Context: an optimization exercise on an open-source flow, tuned for small area and a short achievable clock period. The choices shown serve that exercise and are no tape-out recipe.
Function was checked by simulation only, so behaviour that the tests miss may differ from the original.

## CTE
module CTE ( clk, reset, op_mode, in_en, yuv_in, rgb_in, busy, out_valid, rgb_out, yuv_out);
==> flow/config.mk <==
export PLATFORM = sky130hd
export DESIGN_NAME = CTE
export DESIGN_NICKNAME = CTE
export VERILOG_FILES = /design/flow/design.v
export SDC_FILE = /design/flow/constraint.sdc
export NUM_CORES = 4
export LEC_CHECK = 0
export CAP_MARGIN = 20
export CORE_MARGIN = 2
export CORE_UTILIZATION = 40
export SLEW_MARGIN = 20
export SYNTH_HIERARCHICAL = 1
==> flow/constraint.sdc <==
create_clock -name core_clock -period 25.0 [get_ports {clk}]
set_input_delay 5.0000 -clock core_clock [delete_from_list [all_inputs] [get_ports {clk}]]
set_output_delay 5.0000 -clock core_clock [all_outputs]
set_load 0.01 [all_outputs]
standard.sh (not shown) runs the stock make flow with config.mk's settings and CLKGATE_MAP_FILE= SYNTH_SCRIPT=/design/flow/synth_recipe.tcl, a recipe that flattens the netlist after the stock synthesis.
==> flow/flow/run.sh <==
#!/bin/bash
# Standard layout (the standard.sh: standard synthesis and ORFS flow), with the
# port buffers made from buf_2 instead of the default delay buffer.
set -euo pipefail
bash standard.sh "BUFFER_PORTS_ARGS=-buffer_cell sky130_fd_sc_hd__buf_2" "SETUP_SLACK_MARGIN=15.8" finish > standard_flow.log 2>&1
The baseline completed with no timing, DRC or antenna violations.
Rerun with:
==> flow/flow/run.sh (replaced) <==
#!/bin/bash
# Standard layout (the standard.sh: standard synthesis and ORFS flow), with the
# port buffers made from buf_2 instead of the default delay buffer.
set -euo pipefail
bash standard.sh "BUFFER_PORTS_ARGS=-buffer_cell sky130_fd_sc_hd__buf_2" finish > standard_flow.log 2>&1
ABC_AREA = 1   (was not set)
Design area increases by 3.8%.
Clock-buffer cell count does not change.
Worst setup slack gets better by 0.098 ns.
Rerun with:
ABC_AREA = not set   (was 1)
ABC_CLOCK_PERIOD_IN_PS = 4500   (was not set)
What happened: Synthesized area is lower by about 6%; worst hold slack improved by 0.030 ns; first-iteration DRC count falls by about 22%; non-clock buffer count climbs by 2.


01-05:
CTE again, from the RTL that the note above started with.
Settings: LEC_CHECK=0, CAP_MARGIN=20, CORE_MARGIN=2, CORE_UTILIZATION=40, SLEW_MARGIN=20, SYNTH_HIERARCHICAL=1; clock period 25.0 ns.
==> flow/flow/run.sh <==
#!/bin/bash
# Standard layout (the standard.sh: standard synthesis and ORFS flow), with the
# port buffers made from buf_2 instead of the default delay buffer.
set -euo pipefail
bash standard.sh "BUFFER_PORTS_ARGS=-buffer_cell sky130_fd_sc_hd__buf_2" "SETUP_SLACK_MARGIN=16.1" finish > standard_flow.log 2>&1
The final layout from 01-05, which completed every stage, passed the timing, design-rule and antenna checks at the end of the flow.
Here is what was changed in the inputs of 10-26 compared with 01-05.
==> flow/flow/run.sh <==
#!/bin/bash
# Standard layout (the standard.sh: standard synthesis and ORFS flow), with the
# port buffers made from buf_2 instead of the default delay buffer.
set -euo pipefail
bash standard.sh "BUFFER_PORTS_ARGS=-buffer_cell sky130_fd_sc_hd__buf_2" finish > standard_flow.log 2>&1
--- outcome ---
When the final numbers for 01-05 and 10-26 were put side by side, the part of the cycle the worst path needs turned out to be smaller in 01-05. Compared with 01-05, 10-26 shows a lower detailed-routing iteration count for the pre-antenna-repair pass. Wire: 10-26 routes less than 01-05. Hold slack for 10-26 is higher than for 01-05. When the final numbers for 01-05 and 10-26 were put side by side, the worst path buffer plus inverter count turned out to be greater in 01-05. Summary of 10-26 over 01-05: sequential cell count comparable.


onyx:
Another version of the RTL of CTE (not shown whole).
For scale: roughly 910 cells after synthesis.
Design CTE, start of the top module:
module CTE ( clk, reset, op_mode, in_en, yuv_in, rgb_in, busy, out_valid, rgb_out, yuv_out);
clock: 25.0 ns
lec_check: 0
cap_margin: 20
core_margin: 2
core_utilization: 40
slew_margin: 20
==> flow/flow/run.sh <==
#!/bin/bash
# Standard layout (the standard.sh: standard synthesis and ORFS flow), with the
# port buffers made from buf_2 instead of the default delay buffer.
set -euo pipefail
bash standard.sh "BUFFER_PORTS_ARGS=-buffer_cell sky130_fd_sc_hd__buf_2" finish > standard_flow.log 2>&1
onyx went all the way through the flow, and no timing, DRC or antenna check failed.
What amber does differently from onyx at the input level:
Settings: SYNTH_HIERARCHICAL newly set to 1.
==> comparison <==
Diff onyx -> amber: total number of vias shows a reduction of about 2.6%. Delta (amber minus onyx): number of multi-input combinational cells shows an increase of 32, number of placement rows shows an increase of 1, number of global-route vias before repair shows a reduction of about 0.6%, combined global-route utilization of all metal layers shows a reduction of 1.5 points, first-pass detailed-route iteration total shows a reduction of 1. amber and onyx ended up with nearly the same final setup skew. Worst setup margin (amber over onyx): increase, 0.38 ns. [diff] design area, amber relative to onyx: regression. On growth of design area from synthesis to finish, the lower figure sits with amber, not onyx.
Input changes introduced in cedar (baseline for comparison: amber):
Settings: SYNTH_HIERARCHICAL removed (was 1).
==> flow/run.sh (new file) <==
#!/bin/bash
# synth_recipe.tcl (not shown) runs the flow's synth.tcl, then flattens the netlist and writes it again
# the make line also repeats each setting of config.mk as NAME=value (left out here)
make -C /OpenROAD-flow-scripts/flow DESIGN_CONFIG=/design/flow/config.mk WORK_HOME=/design/flow/orfs CLKGATE_MAP_FILE= SYNTH_SCRIPT=/design/flow/synth_recipe.tcl finish
removed: flow/flow/run.sh
removed: flow/standard.sh
==> run notes <==
Per the comparison of cedar with amber, synthesized cell count picked up an extra 83; final antenna-violating net count flat; post-layout instance count excluding filler cells increased 88.
Worst-path cell with the longest stage delay = a2111oi_0: cedar; worst-path cell with the longest stage delay = fa_1: amber
cedar ended up with inv_1 as its commonest non-fill, non-tap cell in the layout; amber ended up with fa_1.
A start point of the critical path of rgb_in[5] is what amber shows, while np[6] belongs to cedar.
Measured against amber, the via density per instance of cedar comes out at 0.946 times the reference value.


== the reference run ==
CTE, a different RTL version from the one above (not shown whole).
For scale: ~800 cells after synthesis, ~46 flip-flops.
clock: 25.0 ns
lec_check: 0
cap_margin: 20
core_margin: 2
core_utilization: 40
cts_buf_list: sky130_fd_sc_hd__clkbuf_8
slew_margin: 20
synth_hierarchical: 1
==> flow/flow/run.sh <==
#!/bin/bash
# Standard layout (the standard.sh: standard synthesis and ORFS flow), with the
# port buffers made from buf_1 instead of the default delay buffer.
set -euo pipefail
bash standard.sh "BUFFER_PORTS_ARGS=-buffer_cell sky130_fd_sc_hd__buf_1" finish > standard_flow.log 2>&1
The reference run | status: complete | timing, DRC, antenna: pass
The inputs of the trial run differ from those of the reference run as listed below.
==> flow/flow/run.sh <==
#!/bin/bash
# Standard layout (the standard.sh: standard synthesis and ORFS flow), with the
# port buffers made from buf_1 instead of the default delay buffer, and timing repair aiming 16.05 ns above zero slack.
set -euo pipefail
bash standard.sh "BUFFER_PORTS_ARGS=-buffer_cell sky130_fd_sc_hd__buf_1" "SETUP_SLACK_MARGIN=16.05" finish > standard_flow.log 2>&1
## What came out
Total met3 wirelength after detailed routing on the trial run is up relative to the reference run. The trial run ends up with a register-to-register slack that is 0.06 ns higher than in the reference run. Of the reference run and the trial run, the trial run shows the higher length of routed wiring on met1, with the reference run below it. The trial run vs. the reference run: global-route usage over all layers ~0 delta; share of the cycle needed by the critical path after routing -1.2 points; total wirelength of the detailed-routed design +0.77%; critical path depth ~0 delta; measured slew at the worst slew-check pin -0.046 ns. Looking at cell area across both flows, the trial run is the weaker of the two, with the reference run ahead.


CTE with an RTL version that a note above also has.
For scale: about 910 cells after synthesis, about 44 flip-flops, roughly 8500 um2 of cells after synthesis.
export LEC_CHECK = 0
export CAP_MARGIN = 20
export CORE_MARGIN = 2
export CORE_UTILIZATION = 40
export SLEW_MARGIN = 20
create_clock -name core_clock -period 25.0 [get_ports {clk}]
==> flow/flow/run.sh <==
#!/bin/bash
# Standard layout (the standard.sh: standard synthesis and ORFS flow), with the
# port buffers made from buf_2 instead of the default delay buffer, and timing repair aiming 15 ns above zero slack.
set -euo pipefail
bash standard.sh "BUFFER_PORTS_ARGS=-buffer_cell sky130_fd_sc_hd__buf_2" "SETUP_SLACK_MARGIN=15" finish > standard_flow.log 2>&1
The baseline passed the timing, design-rule and antenna checks.
==> next run, changes <==
==> flow/flow/run.sh (replaced) <==
#!/bin/bash
# Standard layout (the standard.sh: standard synthesis and ORFS flow), with the
# port buffers made from buf_2 instead of the default delay buffer, and timing repair aiming 18 ns above zero slack.
set -euo pipefail
bash standard.sh "BUFFER_PORTS_ARGS=-buffer_cell sky130_fd_sc_hd__buf_2" "SETUP_SLACK_MARGIN=18" finish > standard_flow.log 2>&1
Outcome: The changed run produced a clean layout. Global-route usage goes up by 1.4 points. Fmax goes up by 4.3%. Wire length goes up by 8.0%.
==> next run, changes <==
==> flow/flow/run.sh (replaced) <==
#!/bin/bash
# Standard layout (the standard.sh: standard synthesis and ORFS flow), with the
# port buffers made from buf_2 instead of the default delay buffer, and timing repair aiming 16.5 ns above zero slack.
set -euo pipefail
bash standard.sh "BUFFER_PORTS_ARGS=-buffer_cell sky130_fd_sc_hd__buf_2" "SETUP_SLACK_MARGIN=16.5" finish > standard_flow.log 2>&1
Outcome: The new run completed without violations. Utilization went down by 1.9 points. Area after synthesis does not change. Cell count went down by 0.55%. First-iteration DRC count went up by 50%. Sequential share of layout area went up by 0.46 points. Clock skew went up by 0.0064 ns. Wire length went down by 0.86%.


== v49 ==
CTE, a different RTL version from the one above (not shown whole).
Size in the first run: ~810 cells after synthesis.
clock: 25.0 ns
lec_check: 0
cap_margin: 20
core_margin: 2
core_utilization: 40
cts_buf_list: sky130_fd_sc_hd__clkbuf_8
slew_margin: 20
synth_hierarchical: 1
==> flow/flow/run.sh <==
#!/bin/bash
# Standard layout (the standard.sh: standard synthesis and ORFS flow), with the
# port buffers made from buf_1 instead of the default delay buffer.
set -euo pipefail
bash standard.sh "BUFFER_PORTS_ARGS=-buffer_cell sky130_fd_sc_hd__buf_1" finish > standard_flow.log 2>&1
diff inputs: v49 => v12
==> flow/flow/run.sh <==
#!/bin/bash
# Standard layout (the standard.sh: standard synthesis and ORFS flow), with the
# port buffers made from buf_1 instead of the default delay buffer, and timing repair aiming 16.25 ns above zero slack.
set -euo pipefail
bash standard.sh "BUFFER_PORTS_ARGS=-buffer_cell sky130_fd_sc_hd__buf_1" "SETUP_SLACK_MARGIN=16.25" finish > standard_flow.log 2>&1
-- flow/config.mk --
<<< v49, line 10
export CORE_UTILIZATION = 40
export CTS_BUF_LIST = sky130_fd_sc_hd__clkbuf_8
export SLEW_MARGIN = 20
>>> v12, line 10
export CORE_UTILIZATION = 40
export SLEW_MARGIN = 20
- v49 has a higher met2 global-route usage than v12.
- v12 closes out successfully: all stages finished, all timing, DRC and antenna checks passed.
- Setup slack at placement delta for v12 relative to v49: 0.031 ns higher
- v49 and v12 ended up with nearly the same fraction of met3 tracks used by global routing.
What v14 does differently from v12 at the input level:
==> flow/flow/run.sh <==
#!/bin/bash
# Standard layout (the standard.sh: standard synthesis and ORFS flow), with the
# port buffers made from buf_1 instead of the default delay buffer.
set -euo pipefail
bash standard.sh "BUFFER_PORTS_ARGS=-buffer_cell sky130_fd_sc_hd__buf_1" finish > standard_flow.log 2>&1
[summary]
Number of diodes added for antenna fixing came out exactly the same in v14 and v12.
Met1 track utilization from global routing: v14 vs v12 down 0.93 points
Taking v12 as the reference, in v14 total via count in the routed design decreased by 2.5% relative to the old numbers, routed wire length on met2 decreased by 2.6% relative to the old numbers, post-CTS setup-driven buffer insertion count decreased by 5 relative to the old numbers, relative area of clock buffers and inverters in the final design closely matched the old numbers.
Cell area after placement delta (v12 -> v14): insignificant
Edits applied to the flow inputs when going from v14 to v29:
==> flow/flow/run.sh <==
#!/bin/bash
# Standard layout (the standard.sh: standard synthesis and ORFS flow), with the
# port buffers made from buf_2 instead of the default delay buffer.
set -euo pipefail
bash standard.sh "BUFFER_PORTS_ARGS=-buffer_cell sky130_fd_sc_hd__buf_2" finish > standard_flow.log 2>&1
Findings:
- In the metrics for v14 and v29, the one carrying the higher worst hold slack is v14.
- Comparing v14 and v29, the higher met2 routed wirelength is on v14.
- Status | v14 and v29 | clean
- Changes observed in v29 relative to v14: routability-driven placement congestion ratio higher, share of the cycle needed by the critical path after routing roughly the same, non-clock buffer count shows a reduction of about 1.4%, worst setup slack went up.
- v14 → v29: proportion of cell area occupied by multi-input gates decreased 0.92 points, instance area after placement moved up.
- The final routed wirelength across all metal layers of v29 and that of v14 are within noise of each other.

==> static timing again, ports no longer ideal <==
How much do the figures lean on ideal ports? The routed layouts below were timed once more, with nothing changed but the port constraints.
Step 1 assumes that a clkbuf_16 drives the clock port and a buf_2 every other input.
Step 2 adds t to the input delays and takes it off the output delays; t is the mean of the earliest and latest rising clock arrival at the registers after step 1. Input paths then give back, and output paths get back, about the clock's delay inside the block.
Slacks: no drivers / after step 1 / after step 2; pairs: no drivers / after step 1.
run | t (ns) | setup WS [ns] | worst setup path at the end | slew at the worst register clock pin (ns)
the first run of note 1 | 0.328 | 15.904 / 15.866 / 15.930 | input to register | 0.07 / 0.07
the second run of note 1 | 0.332 | 16.001 / 15.960 / 16.176 | input to register | 0.07 / 0.07
the third run of note 1 | 0.327 | 15.614 / 15.576 / 15.903 | register to output | 0.07 / 0.07
01-05 | 0.329 | 15.867 / 15.829 / 16.013 | input to register | 0.07 / 0.07
10-26 | 0.327 | 15.614 / 15.576 / 15.903 | register to output | 0.07 / 0.07
onyx | 0.326 | 15.182 / 15.143 / 15.358 | input to register | 0.06 / 0.06
amber | 0.320 | 15.564 / 15.584 / 15.264 | input to register | 0.06 / 0.06
cedar | 0.325 | 14.760 / 14.724 / 15.038 | input to register | 0.06 / 0.06
the reference run | 0.361 | 15.913 / 15.879 / 15.873 | input to register | 0.11 / 0.11
the trial run | 0.360 | 16.213 / 16.178 / 15.951 | input to register | 0.11 / 0.11
the first run of note 5 | 0.326 | 15.278 / 15.239 / 15.380 | input to register | 0.06 / 0.06
the second run of note 5 | 0.329 | 15.677 / 15.638 / 15.838 | input to register | 0.07 / 0.07
the third run of note 5 | 0.339 | 15.690 / 15.649 / 15.813 | input to register | 0.08 / 0.08
v49 | 0.358 | 16.121 / 16.087 / 15.778 | input to register | 0.09 / 0.09
v12 | 0.337 | 16.184 / 16.203 / 15.866 | input to register | 0.08 / 0.08
v14 | 0.336 | 16.092 / 16.109 / 15.773 | input to register | 0.07 / 0.07
v29 | 0.337 | 16.099 / 16.104 / 15.782 | input to register | 0.07 / 0.07
After both steps every run listed still meets setup and hold. For v49, which loses most, drivers alone change the setup slack by -0.034 ns; drivers and shift together by -0.343 ns.
